This design comes from an exercise in tuning for small area and a short achievable clock period on the open sky130 flow, not from production work.
Only simulation tests tie the RTL to the original design; equivalence was not proved.
Power is estimated from default activity; no workload was simulated.

==> flow/design.v, too long to show whole: its modules and the start of the top module <==
// module mac_first: 34 lines
// module resolve_lo_n: 18 lines
// module mac_unit: 53 lines
// module resolve_lo: 19 lines
// module resolve_3_11: 24 lines
// module fa: 4 lines
// module ha: 4 lines
// module pe_array: 2052 lines
module pe_array (
  input wire [3:0] sw_output_1,
  input wire [3:0] sw_output_2,
  input wire [3:0] sw_output_3,
  input wire [3:0] sw_output_4,
  input wire [3:0] sw_output_5,
  input wire [3:0] sw_output_6,
  input wire [3:0] sw_output_7,
  input wire [3:0] sw_output_8,
  input wire [3:0] sw_output_9,
  input wire [3:0] sw_output_10,
  input wire [3:0] sw_output_11,
  input wire [3:0] sw_output_12,
  input wire [3:0] sw_output_13,
  input wire [3:0] sw_output_14,
  input wire [3:0] sw_output_15,
  input wire [3:0] sw_output_16,
  input wire [3:0] sw_output_17,
  input wire [3:0] sw_output_18,
  input wire [3:0] sw_output_19,
  input wire [3:0] sw_output_20,
  input wire [3:0] sw_output_21,
  input wire [3:0] sw_output_22,
  input wire [3:0] sw_output_23,
  input wire [3:0] sw_output_24,
  input wire [3:0] sw_output_25,
  input wire [3:0] sw_output_26,
  input wire [3:0] sw_output_27,
  input wire [3:0] sw_output_28,
  input wire [3:0] sw_output_29,
  input wire [3:0] sw_output_30,
  input wire [3:0] sw_output_31,
  input wire [3:0] sw_output_32,
  input wire [3:0] sw_output_33,
  input wire [3:0] sw_output_34,
  input wire [3:0] sw_output_35,
  input wire [3:0] sw_output_36,
  input wire [3:0] sw_output_37,
  input wire [3:0] sw_output_38,
  input wire [3:0] sw_output_39,
  input wire [3:0] sw_output_40,
  input wire [3:0] sw_output_41,
  input wire [3:0] sw_output_42,
  input wire [3:0] sw_output_43,
  input wire [3:0] sw_output_44,
  input wire [3:0] sw_output_45,
  // ...
==> flow/flow/run.sh <==
#!/bin/bash
# Standard layout, with plain buffers (instead of delay cells) on the ports.
set -euo pipefail
bash standard.sh "BUFFER_PORTS_ARGS=-buffer_cell sky130_fd_sc_hd__buf_2" finish > standard_flow.log 2>&1
==> flow/standard.sh <==
#!/bin/bash
# synth_recipe.tcl (not shown) runs the flow's synth.tcl, then flattens the netlist and writes it again
# the make line also repeats each setting of config.mk as NAME=value (left out here)
make -C /OpenROAD-flow-scripts/flow DESIGN_CONFIG=/design/flow/config.mk WORK_HOME=/design/flow/orfs CLKGATE_MAP_FILE= SYNTH_SCRIPT=/design/flow/synth_recipe.tcl "${@:-finish}"
==> flow/config.mk <==
export PLATFORM = sky130hd
export DESIGN_NAME = pe_array
export DESIGN_NICKNAME = pe_array
export VERILOG_FILES = /design/flow/design.v
export SDC_FILE = /design/flow/constraint.sdc
export NUM_CORES = 4
export LEC_CHECK = 0
export CAP_MARGIN = 20
export CORE_MARGIN = 2
export CORE_UTILIZATION = 60
export CTS_CLUSTER_DIAMETER = 100
export CTS_CLUSTER_SIZE = 30
export SETUP_SLACK_MARGIN = 2.0
export SLEW_MARGIN = 20
export SYNTH_HIERARCHICAL = 1
==> flow/constraint.sdc <==
create_clock -name core_clock -period 4.5 [get_ports {clk}]
set_input_delay 0.9000 -clock core_clock [delete_from_list [all_inputs] [get_ports {clk}]]
set_output_delay 0.9000 -clock core_clock [all_outputs]
set_load 0.01 [all_outputs]
==> results.yml, run 1 <==
power:
  p_leak_nw: 45.19
  power_mw: 36.94
  p_int_mw: 27.39
  pg_comb_mw: 6.76
  clkPwrFrac: 0.230
timing:
  setup_viol: 0
clock_network:
  cts-root-buf: "clkbuf_16"
worst_hold_path:
  hold_end: "sh_2_2"
cells_and_area:
  regArea_um2: 39680
  drive_gt1_frac: 0.2504
  clkCellAreaFrac: 0.02227
  buffer_area_frac: 0.04204
  multi_input_area_share: 0.4939
  fin_util: 0.6204
  nClkBuffers: 84
  final_cell_mix: "dfxtp_1 (1969), and2_1 (1395), fa_1 (949), buf_2 (747), ha_1 (630)"
  signal_buffers: 763
die:
  start_util: 0.6050
  dieHeight_um: 398.6
setup_path:
  crit_type: "flip-flop to flip-flop"
  cp.buffers_inverters: 0
placed_design:
  dp_slack_ns: 1.343
  place_area_um2: 93120
yosys:
  yosysWarnings: 7
status:
  status: "finished clean"
==> run 2, diff against run 1 <==
--- a/flow/config.mk
+++ b/flow/config.mk
@@ -10,6 +10,6 @@
 export CORE_UTILIZATION = 60
 export CTS_CLUSTER_DIAMETER = 100
 export CTS_CLUSTER_SIZE = 30
-export SETUP_SLACK_MARGIN = 2.0
+export SETUP_SLACK_MARGIN = 2.2
 export SLEW_MARGIN = 20
 export SYNTH_HIERARCHICAL = 1
==> run 2 against run 1 <==
Still clean. Total power is 0.54% higher. Sequential share of layout area is 0.51 points lower. First-iteration DRC count is 1.7% higher. Area after synthesis stayed put. Flip-flop and latch count stayed put. Die area stayed put. Clock-buffer cell count stayed put. Synthesized cell count stayed put. Clock skew is 0.0028 ns lower. Critical endpoint is now final_output_6[7]. Largest power group unchanged.
==> results.yml, run 2 <==
global_route:
  grt_pass1_wl_um: 251100
  grt_remaining_overflow: 0
  antenna_found_initial: 115
  grt_start_max_net_pins: 132
  grt_use_total: 0.2038
  grt_pass1_vias: 46509
setup_path:
  cp.arrival_ns: 1.57
  worstRegToRegCells: 8
  endpoint_kind: "output port"
  endpoint: "final_output_6[7]"
  cp.required_ns: 3.60
  crit_type: "input port to output port"
  startpoint_type: "input port"
  rrSetupSlack_ns: 2.09
  timing.critical_path.from: "pe_array_enable"
  critical_path.max_fanout: 8
  r2r_end: "o_3[10]"
  reg2reg_from: "scd_3_8[0]"
yosys:
  syn_inst: 6980
  yosysWarnings: 7
  synthesis.area_um2: 93420
  syn_avg_cell_area_um2: 13.38
timing:
  worst_slew_pin_slew_ns: 0.9622
  hold_viol: 0
  max_freq_mhz: 405.2
  rsz0062_at_grt: "true"
  setup_viol: 0
  slew_headroom: 0.3586
  period_needed_ns: 2.468
  report.final.slew_viol_count: 0
  clock_skew_ns: 0.01905
  period_share: 0.5484
  tns_ns: 0
clock_network:
  htreeDepth: 3
  cts_sinks: 1981
  clock_path_buffers: 3
  clk_pin_slew_ns: 0.10
  cts-root-buf: "clkbuf_16"
  cts_tree: "yes"
  worstSkewPairLatency_ns: 0.69
  cts_buffers: 76
  hold_buffers: 0
power:
  power_density_nw_per_um2: 382.8
  sw_frac_of_total: 0.2591
  vdd_drop_max_mv: 0.2772
  clkPwrFrac: 0.229
  power_frac_seq: 0.585
  p_leak_nw: 45.38
  power.net_switching_mw: 9.622
  p_int_mw: 27.52
  comb_power_share: 0.187
die:
  core_um2: 154400
  die-width_um: 398.6
  start_util: 0.6050
  row_count: 144
  pin_count: 759
  die_area_um2: 158900
  dieHeight_um: 398.6
placed_design:
  port-buffer-count: 749
  place_area_um2: 93120
  dp_hpwl_um: 126700
  gp_congestion: 0.8731
  dpl.cell_count: 8845
route:
  vias: 42723
  wl_um: 158800
  drtPass1Iterations: 5
  ant_nets: 0
  drt_iter0_drc: 1532
  drt-vias-per-instance: 4.753
  drc_errors: 0
  wire_per_inst_um: 17.67
cells_and_area:
  final_cells: 8988
  mostFrequentLayoutCell: "dfxtp_1"
  fin_nets: 9293
  drive_gt1_frac: 0.2736
  final_cell_mix: "dfxtp_1 (1960), and2_1 (1326), fa_1 (884), buf_2 (679), ha_1 (623)"
  syn_to_final_growth_pct: 3.849
  fin_area_um2: 97010
  fin_util: 0.6283
run:
  maxCapViolations: 0
status:
  status: "finished clean"
worst_hold_path:
  hold_path_class: "flip-flop to flip-flop"
[run 2: critical path: stages]
cell and delay (ns):
buf_16 0.14, buf_12 0.14, buf_16 0.13, and2_4 0.13
buf_6 0.11
[run 2: through the flow]
step | worst slack (ns) | hold WS [ns] | power [mW]
6_report | 2.032 | 0.3329 | 37.14
3_5_place_dp | 1.343 | 0.3121 | 29.03
3_3_place_gp | 1.355 | 0.3117 | 28.76
4_1_cts | 1.983 | 0.3393 | 37.78
2_1_floorplan | 0.4452 | 0.3096 | 29.55
5_1_grt | 2.003 | 0.3447 | 39.84
[run 2: repair_timing]
| action | in CTS | in global routing |
|---|---|---|
| buffers inserted | 5 | 1 |
| pin swaps | 32 | 35 |
| gates cloned | 10 | 1 |
| setup endpoints to repair | 584 | 213 |
| gates resized for setup | 236 | 102 |
[run 2: power by group through the flow]
stage | clock [mW] | sequential (mW) | combinational, mW
floorplan | 0 | 21.8 | 7.74
global placement | 0 | 22.1 | 6.66
detailed placement | 0 | 22.2 | 6.86
CTS | 8.91 | 21.8 | 7.10
global route | 9.49 | 22.1 | 8.29
finish | 8.49 | 21.7 | 6.94
[run 2: how the worst min path moves through the flow]
stage,cells after the start,to,slack (ns),start
6_report,0,sh_2_2,0.33,dc8_2_1
5_1_grt,0,sh_3_2,0.34,dc8_3_1
4_1_cts,0,sh_3_2,0.34,dc8_3_1
3_5_place_dp,0,sh_2_2,0.31,dc8_2_1
3_3_place_gp,0,sh_5_2,0.31,dc8_5_1
2_1_floorplan,0,sh_0_2,0.31,dc8_0_1
[run 2: layout make-up]
type / instances / area [um^2]
Antenna cell: 37 / 92.59
Clock buffer: 84 / 2048
Clock inverter: 5 / 85.08
Fill cell: 12065 / 57390
Multi-Input combinational cell: 4061 / 47790
Sequential cell: 1981 / 39690
Tap cell: 2044 / 2557
Timing Repair Buffer: 776 / 4753
[run 2: per-layer routing]
layer  global-route usage  up-vias  wire length [um]
met5                    0        -               553
met1               0.2595    20825             68050
li1                     -    20762                 -
met4              0.05721       90              4191
met3              0.05665      313             10430
met2               0.3410      733             75570
==> run 3, diff against run 2 <==
--- a/flow/config.mk
+++ b/flow/config.mk
@@ -7,9 +7,9 @@
 export LEC_CHECK = 0
 export CAP_MARGIN = 20
 export CORE_MARGIN = 2
-export CORE_UTILIZATION = 60
+export CORE_UTILIZATION = 70
 export CTS_CLUSTER_DIAMETER = 100
 export CTS_CLUSTER_SIZE = 30
-export SETUP_SLACK_MARGIN = 2.2
+export SETUP_SLACK_MARGIN = 2.0
 export SLEW_MARGIN = 20
 export SYNTH_HIERARCHICAL = 1
==> run 3 against run 2 <==
Highest routed layer unchanged. First-iteration DRC count rose by 1.1%. Non-clock buffer count fell by 10. Synthesized cell count did not move. Global-route usage rose by 2.7 points. Largest power group unchanged.
==> results.yml, run 3 <==
setup_path:
  cp.buffers_inverters: 3
  crit_chain: "buf_16, buf_12, and2_1, buf_2"
  startpoint_type: "input port"
  crit_type: "input port to output port"
  critical_path.max_fanout: 28
  cp.required_ns: 3.60
  cp.arrival_ns: 1.60
  crit_family: "buffers and inverters"
  critical_path.slowest_cell: "and2_1"
  slowest_delay_ns: 0.21
  endpoint_kind: "output port"
route:
  vias: 43018
  wl_um: 152900
  drtPass1Iterations: 5
  drc_errors: 0
  drt-vias-per-instance: 4.941
  drt_iter0_drc: 1549
  wire_per_inst_um: 17.56
  ant_nets: 0
placed_design:
  dp_slack_ns: 1.406
  place_area_um2: 92820
  dp_hpwl_um: 124900
  port-buffer-count: 749
  dpl.cell_count: 8575
  gp_congestion: 0.9050
clock_network:
  worstSkewPairLatency_ns: 0.70
  post_cts_buffers: 0
  clk_pin_slew_ns: 0.10
  htreeDepth: 3
  hold_buffers: 0
  clock_path_buffers: 3
  cts_tree: "yes"
  cts-root-buf: "clkbuf_16"
  cts_buffers: 76
  cts_sinks: 1981
timing:
  setup_viol: 0
  clock_skew_ns: 0.02644
  period_needed_ns: 2.502
  slew_headroom: 0.3577
  worst_slack_ns: 1.998
  whs_ns: 0.3359
  rsz0062_at_grt: "true"
  report.final.slew_viol_count: 0
  hold_viol: 0
  period_share: 0.5560
  worst_slew_pin_slew_ns: 0.9635
  tns_ns: 0
  max_freq_mhz: 399.6
global_route:
  antenna_found_initial: 105
  grt_use_total: 0.2306
  grt_pass1_wl_um: 245900
  grt_start_max_net_pins: 127
  grt_pass1_vias: 46563
  grt_remaining_overflow: 0
cells_and_area:
  syn_to_final_growth_pct: 1.953
  fin_util: 0.7164
  fin_nets: 9283
  fin_area_um2: 95240
  mostFrequentLayoutCell: "dfxtp_1"
  final_cell_mix: "dfxtp_1 (1975), and2_1 (1395), fa_1 (948), buf_2 (747), ha_1 (635)"
  final_cells: 8707
  drive_gt1_frac: 0.2491
  fillers: 9380
run:
  maxCapViolations: 0
die:
  die-width_um: 369.3
  pin_count: 759
  die_area_um2: 136400
  core_um2: 133000
  start_util: 0.7026
  dieHeight_um: 369.3
  row_count: 134
yosys:
  syn_inst: 6980
  yosysWarnings: 7
  synthesis.area_um2: 93420
  syn_avg_cell_area_um2: 13.38
power:
  power_density_nw_per_um2: 386.5
  p_leak_nw: 45.18
  vdd_drop_max_mv: 0.2921
  power_mw: 36.82
status:
  status: "finished clean"
worst_hold_path:
  hold_path_class: "flip-flop to flip-flop"
## run 3: power breakdown
| part | switching, mW | internal (mW) |
|---|---|---|
| combinational | 3.20 | 3.55 |
| clock | 5.06 | 3.29 |
| sequential | 1.28 | 20.4 |
| total | 9.55 | 27.3 |
## run 3: routing by layer
layer	GRT usage	vias to the layer above	part of all wire
met1	0.2973	21107	0.42
met2	0.3916	764	0.49
met3	0.05463	295	0.060
met4	0.06130	84	0.027
li1	-	20768	-
met5	0	-	0.0034
## run 3: what timing repair did
action,in CTS,in global routing
resized for setup,53,17
hold endpoints to repair,0,0
setup endpoints to repair,111,52
pin swaps,10,11
cloned,0,1
## run 3: layout make-up
type	instances	area, um^2	area share
diodes	45	112.6	0.001182
clock buffers	84	2048	0.02151
flip-flops and latches	1981	39670	0.4165
multi-input cells	4061	47140	0.4949
repair buffers	766	4029	0.04230
clock inverters	2	35.03	0.0003678
well taps	1768	2212	0.02323
## run 3: final timing paths
check                  startpoint                 to  slack, ns  cells after the start
setup / recovery  pe_array_enable  final_output_8[8]       2.00                      4
hold / removal            dc8_8_1             sh_8_2       0.34                      0
setup reg to reg         s_3_8[4]            o_3[10]       2.07                      8
hold reg to reg           dc8_8_1             sh_8_2       0.34                      0
==> run 4, diff against run 3 <==
--- a/flow/config.mk
+++ b/flow/config.mk
@@ -7,9 +7,7 @@
 export LEC_CHECK = 0
 export CAP_MARGIN = 20
 export CORE_MARGIN = 2
-export CORE_UTILIZATION = 70
-export CTS_CLUSTER_DIAMETER = 100
-export CTS_CLUSTER_SIZE = 30
+export CORE_UTILIZATION = 60
 export SETUP_SLACK_MARGIN = 2.0
 export SLEW_MARGIN = 20
 export SYNTH_HIERARCHICAL = 1
==> run 4 against run 3 <==
Largest cell class unchanged. Cell count increased by 6.3%. Flip-flop and latch count stayed put. Sequential power barely moved.
==> results.yml, run 4 <==
timing:
  hold_viol: 0
  period_share: 0.5448
  slew_headroom: 0.3552
  worst_slew_pin_slew_ns: 0.9672
  worst_slack_ns: 2.048
  whs_ns: 0.3258
  max_freq_mhz: 407.9
  tns_ns: 0
  clock_skew_ns: 0.01814
  report.final.slew_viol_count: 0
  setup_viol: 0
  period_needed_ns: 2.452
  rsz0062_at_grt: "false"
run:
  maxCapViolations: 0
clock_network:
  clock_path_buffers: 3
  clk_pin_slew_ns: 0.06
  cts_buffers: 203
  cts_tree: "yes"
  cts_sinks: 1981
  hold_buffers: 0
  htreeDepth: 4
  worstSkewPairLatency_ns: 0.80
  cts-root-buf: "clkbuf_16"
route:
  vias: 43688
  drtPass1Iterations: 4
  drt-vias-per-instance: 4.721
  drc_errors: 0
  drt_iter0_drc: 1529
  ant_nets: 0
  wire_per_inst_um: 17.27
  wl_um: 159800
worst_hold_path:
  hold_path_class: "flip-flop to flip-flop"
  hp-start: "dc8_1_1"
placed_design:
  gp_congestion: 0.8731
  dp_hpwl_um: 126700
  dp_slack_ns: 1.343
  port-buffer-count: 749
die:
  die-width_um: 398.6
  row_count: 144
  pin_count: 759
  start_util: 0.6050
  die_area_um2: 158900
  dieHeight_um: 398.6
  core_um2: 154400
cells_and_area:
  final_cell_mix: "dfxtp_1 (1976), and2_1 (1394), fa_1 (948), buf_2 (747), ha_1 (630)"
  fin_nets: 9406
  fin_util: 0.6508
  syn_to_final_growth_pct: 7.570
  drive_gt1_frac: 0.2720
  mostFrequentLayoutCell: "dfxtp_1"
setup_path:
  cp.arrival_ns: 3.11
  timing.critical_path.from: "s_4_8[4]"
  rrSetupSlack_ns: 2.05
  critical_path.max_fanout: 1
  crit_type: "flip-flop to flip-flop"
  cp.required_ns: 5.16
  startpoint_type: "flip-flop"
  endpoint_kind: "flip-flop"
  reg2reg_from: "s_4_8[4]"
power:
  comb_power_share: 0.149
  power_mw: 45.39
  p_leak_nw: 47.52
  clkPwrFrac: 0.372
  power_frac_seq: 0.479
  power.net_switching_mw: 11.24
  sw_frac_of_total: 0.2476
  vdd_drop_max_mv: 0.3941
  p_int_mw: 34.15
  power_density_nw_per_um2: 451.7
global_route:
  grt_remaining_overflow: 0
  antenna_found_initial: 117
  grt_pass1_vias: 47596
  grt_use_total: 0.2061
  grt_pass1_wl_um: 253900
  grt_start_max_net_pins: 132
yosys:
  syn_inst: 6980
  syn_avg_cell_area_um2: 13.38
  synthesis.area_um2: 93420
  yosysWarnings: 7
status:
  status: "finished clean"
## run 4: power groups by stage
| stage | clock, mW | sequential, mW | combinational (mW) |
|---|---|---|---|
| after detailed placement | 0 | 22.2 | 6.86 |
| after CTS | 17.4 | 21.8 | 6.98 |
| after global placement | 0 | 22.1 | 6.66 |
| after global routing | 18.1 | 22.1 | 8.12 |
| after floorplan | 0 | 21.8 | 7.74 |
| final | 16.9 | 21.7 | 6.76 |
## run 4: area by class of cell
class / instances / area (um^2)
Fill cell: 11754 / 53920
Clock inverter: 67 / 917.1
Antenna cell: 36 / 90.09
Tap cell: 2044 / 2557
Clock buffer: 303 / 5937
Timing Repair Buffer: 763 / 4035
Sequential cell: 1981 / 39670
Multi-Input combinational cell: 4060 / 47290
## run 4: path summary, 6_finish.rpt
| path | end | cells past startpoint |
|---|---|---|
| worst max-delay path | o_4[10] | 8 |
| worst min-delay path | sh_1_2 | 0 |
| worst max register to register | o_4[10] | 8 |
| worst min register to register | sh_1_2 | 0 |
## run 4: per-stage QoR
stage          instance area (um^2)  instances
2_1_floorplan                 93750       6988
3_3_place_gp                  93120       8845
3_5_place_dp                  93120       8845
4_1_cts                      100300       9217
5_1_grt                      100500       9243
6_report                     100500       9254
## run 4: what timing repair did
item,CTS,global route
cloned,2,0
pin swaps,20,21
setup endpoints to repair,113,261
setup buffers,0,1
resized for setup,54,24
## run 4: routing by layer
metal	track usage	vias to the layer above	wire length, um
li1	-	21194	-
met4	0.06813	94	5134
met3	0.06571	423	10920
met2	0.3364	855	74610
met5	0	-	604
met1	0.2601	21122	68510
## run 4: worst max-delay path: stages, from the launching register on
cell	delay, ns
dfxtp_2	0.33
ha_4	0.16
fa_2	0.36
fa_2	0.40
ha_4	0.18
fa_2	0.41
ha_4	0.18
ha_4	0.20
nor2b_4	0.11
==> run 5, diff against run 4 <==
==> flow/flow/run.sh (replaced) <==
#!/bin/bash
# Standard layout, with plain buffers (instead of delay cells) on the ports.
set -euo pipefail
bash standard.sh "BUFFER_PORTS_ARGS=-buffer_cell sky130_fd_sc_hd__buf_1" finish > standard_flow.log 2>&1
--- a/flow/config.mk
+++ b/flow/config.mk
@@ -8,6 +8,8 @@
 export CAP_MARGIN = 20
 export CORE_MARGIN = 2
 export CORE_UTILIZATION = 60
+export CTS_CLUSTER_DIAMETER = 100
+export CTS_CLUSTER_SIZE = 30
 export SETUP_SLACK_MARGIN = 2.0
 export SLEW_MARGIN = 20
 export SYNTH_HIERARCHICAL = 1
==> run 5 against run 4 <==
Via count down 3.1%. Clock-buffer cell count down 218. Fmax up 0.24%. Flip-flop and latch count unchanged. Total power down 19%. Area after synthesis unchanged. Still clean. Utilization down 3.7 points. Highest routed layer unchanged.
==> results.yml, run 5 <==
status:
  status: "finished clean"
timing:
  period_needed_ns: 2.446
  period_share: 0.5435
  worst_slew_pin_slew_ns: 0.9380
  setup_viol: 0
  slew_headroom: 0.3746
  rsz0062_at_grt: "true"
  clock_skew_ns: 0.01474
  tns_ns: 0
  hold_viol: 0
  max_freq_mhz: 408.8
  worst_slack_ns: 2.054
  whs_ns: 0.3366
  report.final.slew_viol_count: 0
clock_network:
  clk_pin_slew_ns: 0.10
  cts-root-buf: "clkbuf_16"
  clock_path_buffers: 3
  htreeDepth: 3
  cts_sinks: 1981
  hold_buffers: 0
  cts_buffers: 76
  cts_tree: "yes"
  worstSkewPairLatency_ns: 0.69
setup_path:
  slowest_delay_ns: 0.19
  critical_path.max_fanout: 13
  worstRegToRegCells: 8
  r2r_end: "o_4[10]"
  endpoint_kind: "output port"
  crit_chain: "buf_16, clkbuf_16, and2_1, buf_1"
  crit_type: "input port to output port"
  reg2reg_from: "s_4_8[4]"
  cp.required_ns: 3.60
  critical_path.slowest_cell: "clkbuf_16"
  rrSetupSlack_ns: 2.07
  startpoint_type: "input port"
  cp.arrival_ns: 1.55
cells_and_area:
  fin_util: 0.6140
  final_cell_mix: "dfxtp_1 (1972), and2_1 (1395), fa_1 (948), buf_1 (744), ha_1 (628)"
  mostFrequentLayoutCell: "dfxtp_1"
  fin_nets: 9282
  fillers: 12305
  fin_area_um2: 94800
  syn_to_final_growth_pct: 1.484
  drive_gt1_frac: 0.1427
global_route:
  grt_remaining_overflow: 0
  grt_pass1_wl_um: 248000
  grt_use_total: 0.1992
  grt_start_max_net_pins: 173
  grt_pass1_vias: 46241
  antenna_found_initial: 65
worst_hold_path:
  hp-start: "dc8_2_1"
  hold_end: "sh_2_2"
  hold_path_class: "flip-flop to flip-flop"
  hold_path_depth: 0
die:
  die-width_um: 398.6
  dieHeight_um: 398.6
  core_um2: 154400
  row_count: 144
  die_area_um2: 158900
  start_util: 0.6050
  pin_count: 759
route:
  drt_iter0_drc: 1349
  ant_nets: 0
  wl_um: 154400
  wire_per_inst_um: 17.22
  drtPass1Iterations: 5
  vias: 42351
  drt-vias-per-instance: 4.725
  drc_errors: 0
power:
  vdd_drop_max_mv: 0.3466
  power_frac_seq: 0.591
  power.net_switching_mw: 9.542
  clkPwrFrac: 0.229
  p_int_mw: 27.14
  sw_frac_of_total: 0.2601
  p_leak_nw: 42.97
  power_density_nw_per_um2: 386.9
  comb_power_share: 0.180
placed_design:
  place_area_um2: 92150
  dp_slack_ns: 1.187
  gp_congestion: 0.8804
  port-buffer-count: 749
  dp_hpwl_um: 124400
yosys:
  syn_avg_cell_area_um2: 13.38
  yosysWarnings: 7
  synthesis.area_um2: 93420
  syn_inst: 6980
run:
  maxCapViolations: 0
## run 5: worst max path at each step
| stage | startpoint | endpoint | slack, ns | cells after the start |
|---|---|---|---|---|
| after floorplan | reset | o_0[0] | 0.45 | 5 |
| after global placement | pe_array_enable | final_output_2[5] | 1.28 | 4 |
| after detailed placement | pe_array_enable | final_output_2[4] | 1.19 | 4 |
| after CTS | scd_1_8[0] | o_1[10] | 1.97 | 8 |
| after global routing | s_8_8[4] | o_8[10] | 1.95 | 8 |
| final | pe_array_enable | final_output_6[10] | 2.05 | 4 |
## run 5: power groups by stage
stage,combinational [mW],clock [mW],sequential [mW]
final,6.60,8.40,21.7
after global placement,6.51,0,22.1
after global routing,7.96,9.39,22.0
after detailed placement,6.69,0,22.2
after floorplan,7.74,0,21.8
after CTS,6.81,8.83,21.8
## run 5: repair_timing
action                                  4_1_cts  5_1_grt
setup buffers                                 1        0
endpoints found under the setup margin      191       64
resized for setup                            68       21
pin swaps                                    20       17
cloned                                        2        3
## run 5: area by class of cell
| type | instances | area, um^2 | area share |
|---|---|---|---|
| Antenna cell | 22 | 55.05 | 0.0005807 |
| Sequential cell | 1981 | 39670 | 0.4185 |
| Tap cell | 2044 | 2557 | 0.02698 |
| Clock buffer | 85 | 2042 | 0.02154 |
| Multi-Input combinational cell | 4061 | 47320 | 0.4991 |
| Clock inverter | 5 | 37.54 | 0.0003959 |
| Timing Repair Buffer | 765 | 3126 | 0.03297 |
## run 5: through the flow
step                power, mW  instances
floorplan               29.55       6988
global placement        28.60       8845
detailed placement      28.85       8845
CTS                     37.40       8938
global route            39.39       8955
finish                  36.68       8963
## run 5: worst max-delay path: cells and delay by family
kind,cells,cell delay (ns)
simple gates,1,0.13
buf+inv,3,0.50
## run 5: metal layers
| layer | wire length, um | share of wire | track usage |
|---|---|---|---|
| met5 | 495 | 0.0032 | 0 |
| met4 | 3187 | 0.021 | 0.04340 |
| met3 | 10050 | 0.065 | 0.05547 |
| met2 | 72930 | 0.47 | 0.3296 |
| met1 | 67700 | 0.44 | 0.2618 |

[port drivers added, routing unchanged]
No port has a modelled driver above. Below, the same layouts with a new extraction and two added sets of constraints. Step 1 assumes that a clkbuf_16 drives the clock port and a buf_2 every other input. Step 2 moves the port delays by t, midway between the first and last clock arrival at a register: inputs arrive t later, outputs are due t later. That takes back most of the time a late clock gives input paths. a / b / c = ideal ports / drivers / drivers and shift; a / b = the first two.
| run | t (ns) | slack for setup (ns) | worst slew at a driven data input, ns |
|---|---|---|---|
| run 1 | 0.766 | 2.033 / 1.897 / 1.352 | 0.17 |
| run 2 | 0.768 | 2.032 / 1.691 / 1.438 | 0.43 |
| run 3 | 0.760 | 1.998 / 1.907 / 1.396 | 0.15 |
| run 4 | 0.872 | 2.048 / 1.919 / 1.349 | 0.17 |
| run 5 | 0.766 | 2.054 / 1.833 / 1.342 | 0.23 |
After both steps setup and hold are still met in every run listed. For run 5, which loses most, drivers alone change the setup slack by -0.221 ns; drivers and shift together by -0.712 ns.
